This design comes from an exercise in tuning for small area and a short achievable clock period on the open sky130 flow, not from production work.
Only simulation tests tie the RTL to the original design; equivalence was not proved.

## flow/design.v (module list and top-level ports; edited modules follow where they fit)
// module FA: 6 lines
// module Filter: 1920 lines
module Filter(clk, rst, in, out);
  // ...
==> flow/run.sh <==
#!/bin/bash
# synth_recipe.tcl (not shown) runs the flow's synth.tcl, then flattens the netlist and writes it again
# the make line also repeats each setting of config.mk as NAME=value (left out here)
make -C /OpenROAD-flow-scripts/flow DESIGN_CONFIG=/design/flow/config.mk WORK_HOME=/design/flow/orfs CLKGATE_MAP_FILE= SYNTH_SCRIPT=/design/flow/synth_recipe.tcl finish
==> flow/config.mk <==
export PLATFORM = sky130hd
export DESIGN_NAME = Filter
export DESIGN_NICKNAME = Filter
export VERILOG_FILES = /design/flow/design.v
export SDC_FILE = /design/flow/constraint.sdc
export NUM_CORES = 4
export LEC_CHECK = 0
export CAP_MARGIN = 20
export CORE_MARGIN = 2
export CORE_UTILIZATION = 40
export SETUP_SLACK_MARGIN = 3
export SLEW_MARGIN = 20
export SYNTH_HIERARCHICAL = 1
==> flow/constraint.sdc <==
create_clock -name core_clock -period 14.0 [get_ports {clk}]
set_input_delay 2.8000 -clock core_clock [delete_from_list [all_inputs] [get_ports {clk}]]
set_output_delay 2.8000 -clock core_clock [all_outputs]
set_load 0.01 [all_outputs]
==> flow_summary.toml, run 1 <==
[yosys]
synth-simple-area-share_pct = 6.478
synth_area_um2 = 22560
synth_edf_count = 0
synth-compound-area-share_pct = 11.69
yosys.area_share.adder_pct = 59.25
async_flop_share_pct = 100.0
synth_area_leader_cell = "fa_1"
yosys-top-cells-area = "fa_1 46%, ha_1 13%, dfrtp_1 11%"
synth_most_common_cell = "fa_1"

[clocking]
path_clk_slew_ns = 0.08
cts_hold_buf = 0
clk_latency_ns = 0.38

[grt]
top_usage_layer = "met2"
grt_pass1_vias = 16800

[placed_design]
dpl_cell_area_um2 = 24570
dpl.hpwl_um = 50420
post-place-ws_ns = 3.328
gp_congestion = 0.8963

[setup_path]
cp_top_family = "adder cells"
critPathSlowestCell = "dfrtp_1"
max_stage_delay_ns = 0.67
criticalPathCategory = "flip-flop to flip-flop"
ff2ff_setup_slack_ns = 3.66

[layout]
clock_area_share_pct = 1.125
drive_above_1_share_pct = 5.183
num-fill-cells = 5325
design_area_um2 = 24910
n_antenna_cell = 0
final_common_cell = "fa_1"
regArea_um2 = 2402
nNetsFinal = 2945

[run_status]
status = "finished clean"

[floorplan]
die_h_um = 241.5

[timing]
rsz0062_at_grt = "no"
max_clock_freq_mhz = 96.67
slew_violations = 0

[drt]
drc_errors = 0
wl_met1_um = 24360
==> run 2: changes to the inputs <==
--- a/flow/config.mk
+++ b/flow/config.mk
@@ -7,7 +7,7 @@
 export LEC_CHECK = 0
 export CAP_MARGIN = 20
 export CORE_MARGIN = 2
-export CORE_UTILIZATION = 40
-export SETUP_SLACK_MARGIN = 3
+export CORE_UTILIZATION = 60
+export SETUP_SLACK_MARGIN = 5
 export SLEW_MARGIN = 20
 export SYNTH_HIERARCHICAL = 1
==> run 2 against run 1 <==
  * Still clean
  * Register-to-register slack gained 1.1 ns
  * First-iteration DRC count up 3.6%
  * Non-clock buffer count rose by 81
  * Critical endpoint is now v[26]$_DFF_PN0_
==> flow_summary.toml, run 2 <==
[setup_path]
cp_top_family = "adder cells"
crit_path_start = "v[31]$_DFF_PN0_"
arrival_ns = 9.53
endpoint = "v[26]$_DFF_PN0_"
cp_num_cells = 31
cp.required_ns = 14.28
reg2reg_depth = 31
r2r-start = "v[31]$_DFF_PN0_"
start_kind = "flip-flop"
worst_path_most_repeated_cell = "fa_1"
ff2ff_setup_slack_ns = 4.74
cp_max_fo = 6
crit_buf_inv = 2
criticalPathCategory = "flip-flop to flip-flop"
reg2reg_to = "v[26]$_DFF_PN0_"
critPathSlowestCell = "fa_2"
endpoint_kind = "flip-flop"
max_stage_delay_ns = 0.58

[yosys]
async_flop_share_pct = 100.0
ys_top_cells_by_count = "522 x fa_1, 356 x inv_1, 233 x ha_1, 103 x a21oi_1, 98 x xnor2_1"
synth_edf_count = 0
synth_cell_type_count = 72
synth_area_um2 = 22560
syn_nets = 2833
syn_inst = 2044
avgSynthCellArea_um2 = 11.04
synth_warnings = 7
synth_top_area_share_pct = 46.33
yosysSeqAreaShare_pct = 10.65
yosys-top-cells-area = "fa_1 46%, ha_1 13%, dfrtp_1 11%"
synth_area_leader_cell = "fa_1"
synth_ff_type = "dfrtp_1"
synth_most_common_cell = "fa_1"
ys_seq_elements = 96

[clocking]
cts_hold_buf = 0
cts_buffers = 9
cts_sinks = 96
cts_root_buf = "clkbuf_16"
ctsHtreeMaxLevel = 3
cts_tree = "yes"
clk_latency_ns = 0.39
cts_buffer_depth = 2
path_clk_slew_ns = 0.09

[drt]
routed_wl_um = 57250
via_count = 15780
ant_nets = 0
drt_iter0_markers = 786
routedWlPerCell_um = 21.08
routed_via_density = 5.809
drc_errors = 0
first_pass_iters = 5

[placed_design]
dpl.hpwl_um = 47790
numPortBuffers = 65
gp_congestion = 0.9133

[timing]
slew_headroom_pct = 35.01
tns_ns = 0
hold_violations = 0
slew_violations = 0
worst_pin_slew_ns = 0.9679
period_minus_slack_ns = 9.258
clock_skew_ns = 0.01715
final-setup-viol-count = 0
rsz0062_at_grt = "yes"
max_clock_freq_mhz = 108.0
fin_crit_sh_pct = 66.13

[grt]
antenna_found_initial = 0
grt_overflow = 0
grt_pass1_vias = 17180
grt_max_degree = 53
grt.total_usage_pct = 31.49
grt_pass1_wl_um = 91170

[layout]
num-fill-cells = 2845
final_cell_mix = "507 x fa_1, 342 x inv_1, 211 x ha_1"
reg.largest.list = "S x32, v x32, w1 x32"
fin_util_pct = 69.40
nNetsFinal = 3026
drive_above_1_share_pct = 14.14
area_delta_synth_final_pct = 14.79
final_common_cell = "fa_1"
n_antenna_cell = 0

[floorplan]
io_pins = 66
fp.dieW_um = 197.9
die_h_um = 197.9
fp.dieArea_um2 = 39160
initial_utilization_pct = 60.46
rows = 71
core-area_um2 = 37310

[run]
maxCapViolCount = 0

[worst_hold_path]
hold-path-cell-count = 4
hold_path.class = "flip-flop to flip-flop"

[run_status]
status = "finished clean"
## run 2: cell counts after synthesis
Identical to the previous run, type by type.
## run 2: what timing repair did
| item | 4_1_cts | 5_1_grt |
|---|---|---|
| resized for setup | 78 | 78 |
| endpoints found under the setup margin | 45 | 40 |
| setup buffers | 59 | 29 |
| pin swaps | 48 | 33 |
| hold endpoints to repair | 0 | 0 |
## run 2: worst min path at each step
stage	start	end	slack, ns
floorplan	w1[30]$_DFF_PN0_	S[31]$_DFF_PN0_	1.05
global placement	w1[30]$_DFF_PN0_	S[31]$_DFF_PN0_	1.29
detailed placement	w1[30]$_DFF_PN0_	S[31]$_DFF_PN0_	1.29
CTS	w1[30]$_DFF_PN0_	S[31]$_DFF_PN0_	1.32
global route	w1[30]$_DFF_PN0_	S[31]$_DFF_PN0_	1.39
finish	w1[30]$_DFF_PN0_	S[31]$_DFF_PN0_	1.29
## run 2: final cells by class
type / count / area [um2] / share of cell area [%]
Inverter: 356 / 1341 / 5.180
Clock buffer: 9 / 225.2 / 0.8697
Timing Repair Buffer: 189 / 1690 / 6.528
Clock inverter: 7 / 55.05 / 0.2126
Sequential cell: 96 / 2431 / 9.388
Multi-Input combinational cell: 1585 / 19560 / 75.53
Tap cell: 474 / 593.1 / 2.290
## run 2: per-stage QoR
stage	hold WS (ns)	cells	instance area (um2)	setup slack [ns]
after floorplan	1.047	2044	22770	4.946
after global placement	1.287	2612	24320	4.082
after detailed placement	1.287	2612	24320	3.944
after CTS	1.319	2687	25390	4.814
after global routing	1.395	2716	25890	4.490
final	1.291	2716	25890	4.742
## run 2: kinds of logic after synthesis
family	Yosys count	share of synthesized area (%)
adders and majority gates	755	59.25
AOI/OAI and AO/OA	386	11.69
buffers and inverters	363	6.040
and+or+nand+nor	294	6.479
xor gates and xnor gates	149	5.846
DFF	96	10.65
muxes	1	0.04437
## run 2: worst register-to-register path: cells and delay by family (launching register included)
kind | cells | cell delay [ns]
XOR/XNOR | 2 | 0.45
AND/OR/NAND/NOR | 4 | 0.82
AO/OA/AOI/OAI | 13 | 3.04
flip-flops | 1 | 0.46
buffers and inverters | 2 | 0.20
adder cells (fa/ha/maj) | 10 | 4.18
## run 2: metal layers
metal  share of wire, %  wire (um)  vias to the layer above  global-route usage, %
met4                3.8       2162                        0                  10.55
met3                4.6       2655                      111                  4.735
li1                   -          -                     7087                      -
met2                 52      29510                      403                  55.39
met1                 40      22930                     8176                  40.10
met5                  0          0                        -                      0
## run 2: modules after synthesis (local to each module, per instance)
module / cells inside / cell area, um2 / flip-flops and latches / times used
Filter: 1523 / 12130 / 96 / 1
FA: 1 / 20.02 / 0 / 521
==> run 3: changes to the inputs <==
--- a/flow/config.mk
+++ b/flow/config.mk
@@ -5,9 +5,10 @@
 export SDC_FILE = /design/flow/constraint.sdc
 export NUM_CORES = 4
 export LEC_CHECK = 0
+export ABC_AREA = 1
 export CAP_MARGIN = 20
 export CORE_MARGIN = 2
-export CORE_UTILIZATION = 60
+export CORE_UTILIZATION = 40
 export SETUP_SLACK_MARGIN = 5
 export SLEW_MARGIN = 20
 export SYNTH_HIERARCHICAL = 1
==> run 3 against run 2 <==
  * Synthesized area rose by 16%
  * Still clean on timing, DRC and antenna
  * Maximum frequency rose by 5.7%
  * Cell count rose by 49%
  * Count of clock-buffer cells in the layout did not move
==> flow_summary.toml, run 3 <==
[yosys]
synth_area_um2 = 26250
synth_ff_type = "dfrtp_1"
synth_warnings = 7
syn_nets = 3849
synth_edf_count = 0
synth_cell_type_count = 50
synth_area_leader_cell = "fa_1"
ys_top_cells_by_count = "658 x inv_1, 522 x fa_1, 402 x nand2_1, 269 x nor2_1, 267 x a21oi_1"
yosys-top-cells-area = "fa_1 40%, ha_1 11%, inv_1 9.4%"
yosysSeqAreaShare_pct = 9.152
syn_inst = 3060
avgSynthCellArea_um2 = 8.578
async_flop_share_pct = 100.0
synth_top_area_share_pct = 39.81
synth_most_common_cell = "inv_1"
ys_seq_elements = 96

[timing]
max_clock_freq_mhz = 114.2
rsz0062_at_grt = "yes"
tns_ns = 0
layout_setup_ws_ns = 5.242
fin_hold_ws_ns = 1.173
slew_violations = 0
hold_violations = 0
worst_pin_slew_ns = 1.085
period_minus_slack_ns = 8.758
clock_skew_ns = 0.008863
slew_headroom_pct = 27.42
fin_crit_sh_pct = 62.56
final-setup-viol-count = 0

[floorplan]
fp.dieW_um = 260.2
initial_utilization_pct = 40.57
core-area_um2 = 64700
die_h_um = 260.2
io_pins = 66
fp.dieArea_um2 = 67680
rows = 93

[clocking]
ctsHtreeMaxLevel = 3
cts_sinks = 96
cts_buffer_depth = 2
cts_tree = "yes"
cts_hold_buf = 0
cts_buffers = 9
clk_latency_ns = 0.38
path_clk_slew_ns = 0.08
cts_root_buf = "clkbuf_16"

[setup_path]
cp.required_ns = 11.20
criticalPathCategory = "flip-flop to output port"
start_kind = "flip-flop"
reg2reg_depth = 34
critPathSlowestCell = "fa_1"
max_stage_delay_ns = 0.58
arrival_ns = 5.96
cp_max_fo = 6
endpoint_kind = "output port"
crit_path_start = "v[15]$_DFF_PN0_"
r2r-start = "v[14]$_DFF_PN0_"
worstPathCellList = "clkinvlp_4 > ha_1 > fa_1 > inv_1 > fa_1 > fa_1 > fa_1 > inv_1 > ha_1 > a21oi_1 > inv_1 > a21oi_1 > o21a_1 > nand2_1 > a21oi_1 > inv_1 > a21oi_2 > nor2_1 > nor2_1 > xnor2_1 > clkdlybuf4s50_1"

[layout]
final_cell_mix = "656 x inv_1, 522 x fa_1, 402 x nand2_1"
design_area_um2 = 28970
n_antenna_cell = 0
reg.largest.list = "S x32, v x32, w1 x32"
final_common_cell = "inv_1"
stdcell_count = 4043
area_delta_synth_final_pct = 10.36
fin_util_pct = 44.77
nNetsFinal = 3972
drive_above_1_share_pct = 5.646

[run]
maxCapViolCount = 0

[worst_hold_path]
hold-path-cell-count = 6
hp-start = "w1[0]$_DFF_PN0_"
hold_path.class = "flip-flop to flip-flop"

[drt]
first_pass_iters = 7
drc_errors = 0
routed_wl_um = 84750
ant_nets = 0
routedWlPerCell_um = 20.96
routed_via_density = 5.303
via_count = 21440
drt_iter0_markers = 1739

[placed_design]
post-place-ws_ns = 4.297
dpl.hpwl_um = 74100
gp_congestion = 0.9789
dpl_cell_area_um2 = 28410
dpl.cell_count = 4018
numPortBuffers = 65

[grt]
grt.total_usage_pct = 26.05
grt_pass1_vias = 22670
grt_pass1_wl_um = 132100
grt_overflow = 0
antenna_found_initial = 1
grt_max_degree = 73

[run_status]
status = "finished clean"
==> run 3: changes by cell type after synthesis, moves of 44 or more <==
| cell | delta |
|---|---|
| xnor2_1 | -44 |
| a31oi_1 | +64 |
| a21oi_1 | +164 |
| o21ai_0 | +74 |
| inv_1 | +302 |
| nand2_1 | +335 |
| nor2_1 | +190 |
| a21o_1 | -71 |
==> run 3: area by class of cell <==
cell class,count,area (um2)
Fill cell,6571,35730
Clock buffer,9,225.2
Inverter,661,2489
Timing Repair Buffer,113,1023
Sequential cell,96,2429
Clock inverter,7,72.57
Tap cell,855,1070
Multi-Input combinational cell,2302,21660
==> run 3: cells by family (layout without fill, tap and decap cells) <==
kind of cell    Yosys count  count (layout)  synth area share, %
xor+xnor                141             141                4.762
compound gates          586             586                12.90
simple gates            820             820                12.80
flops                    96              96                9.152
buf+inv                 662             790                9.467
fa+ha+maj               755             755                50.92
==> run 3: final timing paths <==
path                            slack (ns)               end
max in group asynchronous            10.57   v[23]$_DFF_PN0_
worst min register to register        1.17    S[3]$_DFF_PN0_
min in group asynchronous             2.34  w1[27]$_DFF_PN0_
worst min-delay path                  1.17    S[3]$_DFF_PN0_
worst max register to register        5.31   v[24]$_DFF_PN0_
worst max-delay path                  5.24           out[25]
==> run 3: timing repair <==
action                     in CTS  in global routing
pin swaps                       1                  2
gates cloned                    0                  0
resized for setup              10                 48
setup endpoints to repair      29                 37
setup buffers                   4                  5
==> run 3: routing by layer <==
| metal | track usage, % | routed length (um) | vias up |
|---|---|---|---|
| li1 | - | - | 9946 |
| met5 | 0 | 0 | - |
| met4 | 7.762 | 2727 | 0 |
| met3 | 3.509 | 4780 | 126 |
| met2 | 43.74 | 40210 | 641 |
| met1 | 35.12 | 37040 | 10730 |
==> run 3: modules after synthesis (local to each module, per instance) <==
module | area (um2) | copies in the design | flip-flops and latches | cells inside
Filter | 15820 | 1 | 96 | 2539
FA | 20.02 | 521 | 0 | 1
==> run 3: worst max-delay path, delay by kind of cell, from the launching register on <==
| family | cells | cell delay, ns |
|---|---|---|
| AOI/OAI and AO/OA | 5 | 1.11 |
| xor gates and xnor gates | 1 | 0.13 |
| adders and majority gates | 6 | 2.57 |
| buffers and inverters | 6 | 1.08 |
| DFF | 1 | 0.44 |
| and+or+nand+nor | 3 | 0.23 |
==> run 4: changes to the inputs <==
--- a/flow/config.mk
+++ b/flow/config.mk
@@ -5,7 +5,6 @@
 export SDC_FILE = /design/flow/constraint.sdc
 export NUM_CORES = 4
 export LEC_CHECK = 0
-export ABC_AREA = 1
 export CAP_MARGIN = 20
 export CORE_MARGIN = 2
 export CORE_UTILIZATION = 40
==> run 4 against run 3 <==
  * Worst setup slack got worse by 0.28 ns
  * Flip-flop and latch count unchanged
  * Synthesized area decreased by 14%
  * Cell count decreased by 26%
  * Maximum frequency decreased by 3.1%
  * Sequential share of layout area increased by 0.87 points
  * First-iteration DRC count decreased by 49%
  * Highest routed layer unchanged
==> flow_summary.toml, run 4 <==
[yosys]
syn_nets = 2833
avgSynthCellArea_um2 = 11.04
synth_ff_type = "dfrtp_1"
synth_cell_type_count = 72
synth_most_common_cell = "fa_1"
synth_area_um2 = 22560
synth_top_area_share_pct = 46.33
synth_edf_count = 0
synth_warnings = 7
ys_seq_elements = 96
yosysSeqAreaShare_pct = 10.65
yosys-top-cells-area = "fa_1 46%, ha_1 13%, dfrtp_1 11%"
syn_inst = 2044
async_flop_share_pct = 100.0
ys_top_cells_by_count = "522 x fa_1, 356 x inv_1, 233 x ha_1, 103 x a21oi_1, 98 x xnor2_1"
synth_area_leader_cell = "fa_1"

[grt]
antenna_found_initial = 0
grt_pass1_wl_um = 92250
grt_max_degree = 60
grt.total_usage_pct = 21.28
grt_pass1_vias = 17060
grt_overflow = 0

[drt]
drc_errors = 0
via_count = 15580
wl_met2_um = 29760
top_layer_used = "met4"
routedWlPerCell_um = 19.57
wl_met3_um = 2751
ant_nets = 0
first_pass_iters = 7
drt_iter0_markers = 886
wl_met1_um = 24620
routed_via_density = 5.211
routed_wl_um = 58520

[timing]
slew_violations = 0
clock_skew_ns = 0.01785
tns_ns = 0
worst_pin_slew_ns = 1.061
slew_headroom_pct = 28.73
final-setup-viol-count = 0
rsz0062_at_grt = "yes"
hold_violations = 0
fin_crit_sh_pct = 64.58
period_minus_slack_ns = 9.041
max_clock_freq_mhz = 110.6

[run]
maxCapViolCount = 0

[clocking]
cts_buffer_depth = 2
cts_tree = "yes"
path_clk_slew_ns = 0.08
cts_sinks = 96
clk_latency_ns = 0.40
ctsHtreeMaxLevel = 3
cts_root_buf = "clkbuf_16"
cts_buffers = 9

[layout]
drive_above_1_share_pct = 14.28
final_cell_mix = "508 x fa_1, 345 x inv_1, 205 x ha_1"
multiInputGateArea_um2 = 19630
n_antenna_cell = 0
final_common_cell = "fa_1"
num-fill-cells = 5202
reg.largest.list = "S x32, v x32, w1 x32"
area_delta_synth_final_pct = 16.55
regArea_um2 = 2434
fin_util_pct = 46.90
design_area_um2 = 26290
nNetsFinal = 3018

[worst_hold_path]
hold_path.class = "flip-flop to flip-flop"
hp-start = "w1[30]$_DFF_PN0_"

[setup_path]
crit_buf_inv = 3
cp.required_ns = 14.28
arrival_ns = 9.33
r2r-start = "v[18]$_DFF_PN0_"
max_stage_delay_ns = 0.54
start_kind = "flip-flop"
cp_max_fo = 6
worst_path_most_repeated_cell = "fa_1"
criticalPathCategory = "flip-flop to flip-flop"
critPathSlowestCell = "fa_1"
crit_path_start = "v[18]$_DFF_PN0_"
endpoint_kind = "flip-flop"
cp_top_family = "adder cells"

[floorplan]
core-area_um2 = 56060
fp.dieW_um = 241.5
rows = 87
fp.dieArea_um2 = 58310
io_pins = 66
die_h_um = 241.5
initial_utilization_pct = 40.24

[run_status]
status = "finished clean"

[placed_design]
dpl_cell_area_um2 = 24720
numPortBuffers = 65
gp_congestion = 0.9213
dpl.hpwl_um = 49890
[run 4: changes by cell type in the layout (fill, tap and decap cells not counted), sizes merged, moves of 14 or more]
cell   previous run  this run
nand2           416        67
inv             663       360
nor2            271        79
a21oi           272       106
o21ai           149        61
a21o             11        82
buf              49       117
a31oi            72        10
nand3            63        19
xnor2            55        98
xor2             86        50
nor2b             0        14
[run 4: final cells by class]
| type | instances | area share (%) |
|---|---|---|
| Multi-Input combinational cell | 1585 | 74.66 |
| Clock inverter | 7 | 0.3189 |
| Clock buffer | 9 | 0.8567 |
| Tap cell | 756 | 3.598 |
| Timing Repair Buffer | 181 | 6.192 |
| Sequential cell | 96 | 9.257 |
| Inverter | 356 | 5.121 |
[run 4: repair_timing]
item,4_1_cts,5_1_grt
pin swaps,46,39
hold endpoints to repair,0,0
hold buffers,0,0
buffers inserted,55,20
setup endpoints to repair,41,38
gates resized for setup,90,76
[run 4: worst min-delay path: stages, from the launching register on]
cell and delay, ns:
dfrtp_1 0.46, fa_1 0.24, fa_1 0.19, xnor2_1 0.15, xnor2_1 0.14
[run 4: through the flow]
| step | instances | worst slack [ns] | hold slack [ns] |
|---|---|---|---|
| after CTS | 2970 | 4.875 | 1.299 |
| after global routing | 2990 | 4.598 | 1.334 |
| after floorplan | 2044 | 4.946 | 1.047 |
| final | 2990 | 4.959 | 1.253 |
| after global placement | 2899 | 4.065 | 1.257 |
| after detailed placement | 2899 | 3.968 | 1.281 |
[run 4: kinds of logic after synthesis]
kind of cell / Yosys count / synth area share [%]
adders and majority gates: 755 / 59.25
AOI/OAI and AO/OA: 386 / 11.69
buffers and inverters: 363 / 6.040
and+or+nand+nor: 294 / 6.479
xor gates and xnor gates: 149 / 5.846
DFF: 96 / 10.65
muxes: 1 / 0.04437
[run 4: routing by layer]
layer	vias to the layer above	global-route usage, %
met3	58	4.034
met2	312	37.18
li1	7066	-
met4	0	5.125
met5	-	0
met1	8145	27.30
[run 4: final timing paths]
check / depth (start not counted) / slack [ns] / endpoint
worst max-delay path: 33 / 4.96 / v[30]$_DFF_PN0_
min in group asynchronous: 1 / 2.40 / S[30]$_DFF_PN0_
max in group asynchronous: 2 / 10.27 / v[0]$_DFF_PN0_
worst min register to register: 4 / 1.25 / S[31]$_DFF_PN0_
worst max register to register: 33 / 4.96 / v[30]$_DFF_PN0_
worst min-delay path: 4 / 1.25 / S[31]$_DFF_PN0_
[run 4: Yosys stat by module, one instance, submodules excluded]
module  cell area [um2]  cells  copies in the design
Filter            12130   1523                     1
FA                20.02      1                   521

## separate check: timing with driven ports
In the flow no input, the clock included, has a driving cell. The finished layouts below were timed again as built, in two steps.
Step 1, drivers: a clkbuf_16 drives clk and a buf_2 each remaining input, both assumed.
Step 2 also shifts input and output timing later by t, the mid clock arrival at the registers, as if the neighbouring blocks saw the same clock.
a / b / c = ideal ports / drivers / drivers and shift; a / b = the first two.
| run | shift t [ns] | setup slack, ns | cell pins on the clock port's net |
|---|---|---|---|
| run 1 | 0.425 | 3.655 / 3.655 / 3.655 | 1 |
| run 2 | 0.428 | 4.742 / 4.742 / 4.742 | 1 |
| run 3 | 0.432 | 5.242 / 5.189 / 5.315 | 1 |
| run 4 | 0.438 | 4.959 / 4.959 / 4.959 | 1 |
After both steps every run listed still meets setup and hold.
